Background: an optimization exercise with open tools, aiming at small area, a short achievable clock period and few clock cycles per item. Do not read the settings as production practice. At most, simulation tests tie the RTL to the original design; equivalence was not proved. Power figures rest on the tool's default switching activity, not on a simulated workload.

## ELA
module ELA(clk, rst, in_data, data_rd, req, wen, addr, data_wr, done);
Settings: LEC_CHECK=0, CAP_MARGIN=20, CORE_MARGIN=2, CORE_UTILIZATION=75, SETUP_SLACK_MARGIN=3.6, SLEW_MARGIN=20, TNS_END_PERCENT=5; clock period 5.5 ns.
standard.sh (not shown) runs the stock make flow with config.mk's settings and CLKGATE_MAP_FILE= SYNTH_SCRIPT=/design/flow/synth_recipe.tcl, a recipe that flattens the netlist after the stock synthesis.
==> flow/flow/run.sh <==
#!/bin/bash
# Standard layout with two changes: the port buffers are buf_2 cells instead
# of the delay buffers buffer_ports picks by default, and clock tree
# synthesis runs with the arguments below (no dummy loads).
set -euo pipefail
export BUFFER_PORTS_ARGS="-buffer_cell sky130_fd_sc_hd__buf_2"
export CTS_ARGS="-sink_clustering_enable -repair_clock_nets -dont_use_dummy_load"
bash standard.sh > standard.log 2>&1
The starting point completed with no timing, DRC or antenna violations.
Testbench counts at the start, summed over its fixed seeds: cycles 63,968, images 32.
Next try:
Settings changed: ABC_AREA set to 1, CORE_UTILIZATION 75 to 70, SETUP_SLACK_MARGIN 3.6 to 3.8.
Utilization drops by 7.0 points.
Sequential power climbs by 37%.
Non-clock buffer count drops by 11.
Setup slack gets better by 0.18 ns.
Combinational power climbs to 18 times its value.
Synthesized area climbs by 2.3%.
Wire length climbs by 3.8%.
Fmax climbs by 8.9%.
Register-to-register slack gets better by 0.21 ns.
First-iteration DRC count climbs by 46%.
Power climbs by 74%.
Next try:
Settings changed: ABC_AREA 1 to unset, PLACE_DENSITY set to 0.75, SETUP_SLACK_MARGIN 3.8 to 3.5, TNS_END_PERCENT 5 to 10.
After rerunning:
- The changed run produced a clean layout
- register-to-register slack degrades by 0.18 ns
- worst setup slack degrades by 0.14 ns
- cell area decreases by 0.80%
- via count falls by 14%
- final cell count goes down by 19%
- maximum frequency falls by 6.7%
- combinational power shrinks by 95%
- count of clock-buffer cells in the layout stays the same
- total power came out lower by 43%
- core utilization went up by 0.27 points

* * *

Setup of v18:
The RTL this note starts from:
==> flow/design.v <==
`timescale 1ns/10ps
module ELA(clk, rst, in_data, data_rd, req, wen, addr, data_wr, done);
	input				clk;
	input				rst;
	input		[7:0]	in_data;
	input		[7:0]	data_rd;
	output reg			req;
	output reg			wen;
	output reg	[9:0]	addr;
	output reg	[7:0]	data_wr;
	output reg			done;
reg				s_start;	 
reg				s_arr;		 
reg				s_wo;		 
reg				s_rt;		 
reg				s_rb;		 
reg				s_w;		 
reg				s_fin;		 
reg		[3:0]	r;			 
reg				head;		 
reg		[7:0]	t0, t1, t2, b0, b1;
reg		[7:0]	dreg, sreg;	 
reg		[7:0]	best;		 
reg				cur_r;		 
wire	[4:0]	col = addr[4:0];
wire	[3:0]	rm1 = r - 4'd1;
wire			arr_end = s_arr && !req && (col == 5'd30);
wire			tail = s_w && !head && (col == 5'd30);
always @(posedge clk or posedge rst) begin
	if (rst) begin
		s_start <= 1'b1;
		s_arr <= 1'b0;
		s_wo <= 1'b0;
		s_rt <= 1'b0;
		s_rb <= 1'b0;
		s_w <= 1'b0;
		s_fin <= 1'b0;
	end else begin
		s_start <= 1'b0;
		s_arr <= s_start || (s_arr && !(arr_end && r != 4'd0)) || (tail && r != 4'd15);
		s_wo <= arr_end && r != 4'd0;
		s_rt <= s_wo || (s_w && !tail);
		s_rb <= s_rt;
		s_w <= s_rb;
		s_fin <= s_fin || (tail && r == 4'd15);
	end
end
always @(posedge clk) begin
	done <= s_fin;
	req <= s_start || (arr_end && r == 4'd0) || (tail && r != 4'd15);
	if (s_start)
		r <= 4'd0;
	else if ((arr_end && r == 4'd0) || tail)
		r <= r + 4'd1;
	if (s_wo)
		head <= 1'b1;
	else if (s_rb && col == 5'd1)
		head <= 1'b0;
	wen <= s_arr || (s_rb && !head) || tail;
end
always @(posedge clk) begin
	if (s_arr) begin
		addr[9:5] <= {r, 1'b0};
		addr[4:0] <= req ? 5'd0 : col + 5'd1;
	end else if (s_wo) begin
		addr[9:5] <= {rm1, 1'b0};
		addr[4:0] <= col + 5'd1;
	end else if (s_rt) begin
		addr[9:5] <= {r, 1'b0};
	end else if (s_rb) begin
		addr[9:5] <= {rm1, 1'b1};
		addr[4:0] <= col - 5'd2;
	end else if (s_w) begin
		if (tail) begin
			addr[4:0] <= col + 5'd1;
		end else begin
			addr[9:5] <= {rm1, 1'b0};
			addr[4:0] <= col + 5'd3;
		end
	end
end
always @(posedge clk) begin
	if (s_rb) begin
		t0 <= data_rd;
		t1 <= t0;
		t2 <= t1;
	end
	if (s_w) begin
		b0 <= data_rd;
		b1 <= b0;
	end
end
wire	[7:0]	opa = s_rt ? t2 : t0;
wire	[7:0]	opb = s_w ? b1 : b0;
wire	[8:0]	sum = {1'b0, opa} + {1'b0, opb};
always @(posedge clk) begin
	dreg <= (opa >= opb) ? (opa - opb) : (opb - opa);
	sreg <= sum[8:1];
end
wire			edge_px = (col == 5'd2);
wire			lt = dreg < best;
wire			eq = dreg == best;
always @(posedge clk) begin
	if (s_w || (s_rt && !edge_px && lt)) begin
		best <= dreg;
		cur_r <= s_rt;
	end
	if (s_arr)
		data_wr <= in_data;
	else if (s_w || (s_rt && !edge_px && lt) || (s_rb && !edge_px && (lt || (cur_r && eq))))
		data_wr <= sreg;
end
endmodule
make LEC_CHECK=0 CAP_MARGIN=20 CORE_MARGIN=2 CORE_UTILIZATION=70 CTS_BUF_LIST=sky130_fd_sc_hd__clkbuf_8 CTS_CLUSTER_SIZE=30 SETUP_SLACK_MARGIN=3.0 SLEW_MARGIN=20 TNS_END_PERCENT=5 finish   # period 5.5 ns
run.sh (not shown) runs the stock make flow with config.mk's settings and CLKGATE_MAP_FILE= SYNTH_SCRIPT=/design/flow/synth_recipe.tcl, a recipe that flattens the netlist after the stock synthesis.
Stock flow here: none of the scripts above is used.
v18 finished all stages; the layout is clean.
Testbench counts of v18, summed over its fixed seeds: cycles 64,448, images 32.
#### Input delta (v59 over v18)
Settings: CORE_UTILIZATION: 70 -> 40; CTS_BUF_LIST: sky130_fd_sc_hd__clkbuf_8 -> unset; SETUP_SLACK_MARGIN: 3.0 -> 2.5; TNS_END_PERCENT: 5 -> unset; CTS_CLUSTER_SIZE: 30 -> unset.
Results
Cmp v59 and v18 / clock skew / higher: v18
The run showing the greater total routed wirelength is v18.
v59 has total buffers and inverters traversed by the critical path below what v18 had.
Delta (v59 minus v18): critical path arrival rose 0.06 ns, HPWL reported at the end of detailed placement now sits lower.
On v59: routing usage on met2 is 21 points lower than what v18 gave.
Against v18, v59 comes in 3.7 points lower on met3 demand-to-capacity share in global routing.
v59: overall via count from detail_route 188 below v18
Comparing the two runs side by side, v59 comes out behind v18 on final worst-path setup slack.
Count of filler cells inserted in the layout: v59 vs v18 up 709
Row fmax: v59 lower / v18 higher
The following lists how v58 was set up differently from v59:
Settings: SETUP_SLACK_MARGIN changed from 2.5 to 3.0; CORE_UTILIZATION changed from 40 to 70; TNS_END_PERCENT newly set to 5.
## What came out
Maximum clock frequency grows by a few percent when moving from v59 to v58.
Between v59 and v58, the difference in sequential power is negligible.
v58 against v59; routed metal-1 wirelength is up slightly.
v58 vs v59 — final instance area climbed slightly
met3 wire length of v58 exceeds that of v59 by more than half.
Comparing sequential share of layout area for v59 and v58, the smaller number came from v58.
v58: clock network fraction of design power 5.2 points below v59
diff inputs: v58 => v38
Settings: CORE_UTILIZATION: 70 -> 40; SETUP_SLACK_MARGIN: 3.0 -> 3.5; TNS_END_PERCENT: 5 -> unset.
### Flow results
Detailed-routed wire length on met3 (v58 / v38): 1.8. Relative to v58, v38 improves wire length. [compare] base=v58 new=v38: die footprint now sits higher; final non-filler cell area now sits higher; utilization now sits lower. Post-layout instance count excluding filler cells, v38 and v58: larger value in v38.
Relative to v38, the following input files were edited for v56:
Settings: a change of CORE_UTILIZATION from 40 to 70; a change of SETUP_SLACK_MARGIN from 3.5 to 2.5.
[summary]
On setup slack at placement: between v38 and v56, it ends up higher for v38.
Final HPWL from detailed placement (v56 over v38): increase, 5.2%
Of v38 and v56, the lower fmax belongs to v56.
Looking at detailed-route wire length across both flows, v56 is the stronger of the two, with v38 trailing.
Compared with v38, v56 is more frugal on power.

* * *

ELA, a different RTL version from the one above (not shown whole).
For scale: ~100 flip-flops, about 39 I/O pins, ~4600 µm² of cells after synthesis.
// ELA
module ELA(clk, rst, in_data, data_rd, req, wen, addr, data_wr, done);
	input				clk;
	input				rst;
	input		[7:0]	in_data;
	input		[7:0]	data_rd;
	output reg			req;
	output reg			wen;
	output reg	[9:0]	addr;
	output reg	[7:0]	data_wr;
	output reg			done;
reg				s_start;	 
reg				s_arr;		 
reg				s_rt;		 
reg				s_rb;		 
reg				s_w;		 
reg				s_fin;		 
reg		[3:0]	r;			 
reg				head;		 
reg				h0;			 
reg				go_int;		 
reg				row0_end;	 
reg				tail;		 
reg		[7:0]	opa, opb, u0, u1, v0;
reg		[7:0]	dreg, sreg;	 
reg		[7:0]	best;		 
reg				cur_r;		 
wire	[4:0]	col = addr[4:0];
wire			edge_px = (col == 5'd2);	 
wire	[3:0]	rm1 = r - 4'd1;
always @(posedge clk or posedge rst) begin
	if (rst) begin
		s_start <= 1'b1;
		s_arr <= 1'b0;
		s_rt <= 1'b0;
		s_rb <= 1'b0;
		s_w <= 1'b0;
		s_fin <= 1'b0;
	end else begin
		s_start <= 1'b0;
		s_arr <= s_start || (s_arr && !go_int) || (tail && r != 4'd15);
		s_rt <= go_int || (s_w && !tail);
		s_rb <= s_rt;
		s_w <= s_rb;
		s_fin <= s_fin || (tail && r == 4'd15);
	end
end
always @(posedge clk) begin
	go_int <= s_arr && !req && (col == 5'd29) && (r != 4'd0);
	row0_end <= s_arr && !req && (col == 5'd29) && (r == 4'd0);
	tail <= s_rb && !head && (col == 5'd0);
	done <= s_fin;
	req <= s_start || (row0_end) || (tail && r != 4'd15);
	if (s_start)
		r <= 4'd0;
	else if ((row0_end) || tail)
		r <= r + 4'd1;
	if (go_int)
		h0 <= 1'b1;
	else if (s_rb)
		h0 <= 1'b0;
	if (go_int)
		head <= 1'b1;
	else if (s_rb && col == 5'd1)
		head <= 1'b0;
	wen <= (s_arr && !go_int) || (s_rb && (!head || h0)) || tail;
end
reg		[4:0]	col_inc;
always @(*) begin
	if (s_rt)
		col_inc = 5'd0;
	else if (s_rb)
		col_inc = h0 ? 5'd31 : 5'd30;
	else if (s_w && !tail)
		col_inc = head ? 5'd2 : 5'd3;
	else if (go_int)
		col_inc = 5'd2;
	else
		col_inc = 5'd1;
end
always @(posedge clk) begin
	addr[4:0] <= (s_arr && req) ? 5'd0 : col + col_inc;
	addr[5] <= (s_rb && !h0) || tail;
	addr[9:6] <= ((s_arr && !go_int) || s_rt || (s_rb && h0)) ? r : rm1;
end
always @(posedge clk) begin
	if (s_rt)
		opa[3:0] <= u0[3:0];
	else if (s_rb)
		opa[3:0] <= data_rd[3:0];
	else
  ...
Settings: LEC_CHECK=0, ABC_AREA=1, CAP_MARGIN=20, CORE_MARGIN=2, CORE_UTILIZATION=70, SETUP_SLACK_MARGIN=3.7, SLEW_MARGIN=20, TNS_END_PERCENT=0; clock period 5.5 ns.
standard.sh (not shown) runs the stock make flow with config.mk's settings and CLKGATE_MAP_FILE= SYNTH_SCRIPT=/design/flow/synth_recipe.tcl, a recipe that flattens the netlist after the stock synthesis.
Scripts as last shown in full above: flow/flow/run.sh
The first run went through all stages and came out clean.
Testbench counts at the start, summed over its fixed seeds: cycles 63,968, images 32.
==> next run, changes <==
Settings changed: SETUP_SLACK_MARGIN 3.7 to 3.8, TNS_END_PERCENT 0 to 2.
What happened: The new run passed the timing, design-rule and antenna checks; final cell count is unchanged; core utilization is unchanged; total power is unchanged; setup slack is unchanged; final area does not change; sequential power stays flat; worst hold slack stays the same; clock power hardly moves.
==> next run, changes <==
Settings changed: CORE_UTILIZATION 70 to 60, PLACE_DENSITY from default to 0.7, SETUP_SLACK_MARGIN 3.8 to 3.7, TNS_END_PERCENT 2 to 5.
Outcome:
- The new run produced a clean layout
- non-clock buffer count went up by 5
- clock skew barely changes
- cell area is higher by 2.5%
- sequential power hardly moves
- routed wire length climbs by 1.2%
- flip-flop and latch count is unchanged
- combinational power climbs by 7.2%
- critical path depth stays the same
- worst setup slack is better by 0.029 ns
- clock-buffer cell count stays the same
- maximum frequency increases by 1.5%
==> next run, changes <==
Settings changed: CORE_UTILIZATION 60 to 70, PLACE_DENSITY 0.7 to default, TNS_END_PERCENT 5 to 20.
Result: Worst setup slack is worse by 0.046 ns. Area after synthesis is unchanged. Global-route usage is higher by 4.1 points. Routed wire length is higher by 2.0%. Core utilization is higher by 10 points. Register-to-register slack stays flat. Power is higher by 0.48%. Clock skew is lower by 0.0031 ns. Hold slack is worse by 0.0054 ns.
==> next run, changes <==
Settings changed: SETUP_SLACK_MARGIN 3.7 to 3.6, TNS_END_PERCENT 20 to 5.
Outcome: Routed wire length decreases by 0.82%; die area does not change; final cell count stays flat; design area drops by 1.4%; register-to-register slack is about the same; utilization fell by 1.1 points; via count shrinks by 0.64%; fmax is lower by 0.31%; count of clock-buffer cells in the layout stays the same; critical path depth is unchanged.

* * *

== P ==
ELA, a different RTL version from the one above (not shown whole).
Size in the first run: roughly 480 cells after synthesis, ~100 flip-flops, roughly 39 I/O pins.
Settings: LEC_CHECK=0, ABC_CLOCK_PERIOD_IN_PS=2500, CAP_MARGIN=20, CORE_MARGIN=2, CORE_UTILIZATION=40, SLEW_MARGIN=20; clock period 5.5 ns.
run.sh (not shown) runs the stock make flow with config.mk's settings and CLKGATE_MAP_FILE= SYNTH_SCRIPT=/design/flow/synth_recipe.tcl, a recipe that flattens the netlist after the stock synthesis.
Stock flow here: none of the scripts above is used.
Testbench counts of P, summed over its fixed seeds: cycles 65,408, images 32.
Inputs modified between P and Q:
Settings: SETUP_SLACK_MARGIN newly set to 2.5.
==> comparison <==
The higher number of iterations in the first detailed-routing pass of P and Q is in Q. Going from P to Q, final design area excluding fillers grew by 290 sq um, area added between synthesis and finish grew by 5.5 points, total routing resource utilization after global routing grew by 0.65 points.
## Diff of input files: R against Q
Settings: ABC_CLOCK_PERIOD_IN_PS: 2500 -> unset; SETUP_SLACK_MARGIN: 2.5 -> unset.
==> summary.txt <==
- Comparing R against Q, there is no change at all in total congestion overflow after global routing.
- Going from Q to R, post-route met1 wirelength grew by a few percent.
- Total power for R: 0.99% down relative to Q
- Per the comparison of R with Q, final critical-path share of the clock period moved up, minimum clock period moved up, power drawn by the combinational cells level, sequential share of layout area moved up, global-route wire length before repair moved down.

* * *

Setup of red:
Another version of the RTL of ELA (not shown whole).
For scale: ~490 cells after synthesis, ~110 flip-flops, about 0.0047 mm^2 of cells after synthesis.
==> flow/config.mk <==
export PLATFORM = sky130hd
export DESIGN_NAME = ELA
export DESIGN_NICKNAME = ELA
export VERILOG_FILES = /design/flow/design.v
export SDC_FILE = /design/flow/constraint.sdc
export NUM_CORES = 4
export LEC_CHECK = 0
export ABC_AREA = 1
export CAP_MARGIN = 20
export CORE_MARGIN = 2
export CORE_UTILIZATION = 70
export SETUP_SLACK_MARGIN = 3.5
export SLEW_MARGIN = 20
export TNS_END_PERCENT = 5
==> flow/constraint.sdc <==
create_clock -name core_clock -period 5.5 [get_ports {clk}]
set_input_delay 1.1000 -clock core_clock [delete_from_list [all_inputs] [get_ports {clk}]]
set_output_delay 1.1000 -clock core_clock [all_outputs]
set_load 0.01 [all_outputs]
standard.sh (not shown) runs the stock make flow with config.mk's settings and CLKGATE_MAP_FILE= SYNTH_SCRIPT=/design/flow/synth_recipe.tcl, a recipe that flattens the netlist after the stock synthesis.
Scripts as last shown in full above: flow/flow/run.sh
No stage failed in red, and the final checks on the layout all came back clean.
Setup changes, red to blue
Settings: a deleted ABC_AREA that had been 1; a change of SETUP_SLACK_MARGIN from 3.5 to 3.4.
[summary]
Between blue and red, final standard cell area without fillers is lower for blue, red comes in above that. Final cell count | blue below red. blue against red: total length of routed met2 wires lost 660 um, starting density of the core lost 0.83 points, share of total power in sequential cells picked up an extra 3.5 points.
No run of this note included a check of the RTL's function; only the layout flow was run.

[static timing again, ports no longer ideal]
How much do the figures lean on ideal ports? The routed layouts below were timed once more, with nothing changed but the port constraints. Step 1: set_driving_cell puts a clkbuf_16 on clk and a buf_2 on each other input, an assumption about the parent block. Step 2 times the ports against the registers' clock, not the clock port: input delays grow and output delays shrink by t, the midpoint of the rising clock arrivals with the driver on. Three values: ideal, step 1, step 2; two values: the first two.
run	t, ns	setup WS [ns]	worst setup path at the end	worst register clock-pin slew, ns	cell pins on the clock port's net
the first run of note 1	0.369	3.338 / 3.338 / 3.338	register to register	0.11 / 0.11	1
the second run of note 1	0.382	3.515 / 3.485 / 3.546	register to register	0.10 / 0.10	1
the third run of note 1	0.360	3.372 / 3.372 / 3.372	register to register	0.10 / 0.10	1
v18	0.392	2.837 / 2.837 / 2.837	register to register	0.11 / 0.11	1
v59	0.379	2.738 / 2.738 / 2.738	register to register	0.07 / 0.07	1
v58	0.389	2.841 / 2.841 / 2.841	register to register	0.11 / 0.11	1
v38	0.378	3.062 / 3.062 / 3.062	register to register	0.07 / 0.07	1
v56	0.390	2.731 / 2.731 / 2.731	register to register	0.10 / 0.10	1
the first run of note 3	0.384	3.524 / 3.492 / 3.569	register to register	0.10 / 0.10	1
the second run of note 3	0.384	3.524 / 3.492 / 3.569	register to register	0.10 / 0.10	1
the third run of note 3	0.379	3.553 / 3.521 / 3.567	register to register	0.10 / 0.10	1
the fourth run of note 3	0.386	3.507 / 3.475 / 3.574	register to register	0.10 / 0.10	1
the fifth run of note 3	0.388	3.501 / 3.469 / 3.574	register to register	0.10 / 0.10	1
P	0.379	1.507 / 1.507 / 1.507	register to register	0.06 / 0.06	1
Q	0.393	2.529 / 2.529 / 2.529	register to register	0.08 / 0.08	1
R	0.379	1.507 / 1.507 / 1.507	register to register	0.06 / 0.06	1
red	0.383	3.445 / 3.442 / 3.445	register to register	0.10 / 0.10	1
blue	0.384	3.361 / 3.336 / 3.361	register to register	0.10 / 0.10	1
After both steps setup and hold are still met in every run listed.
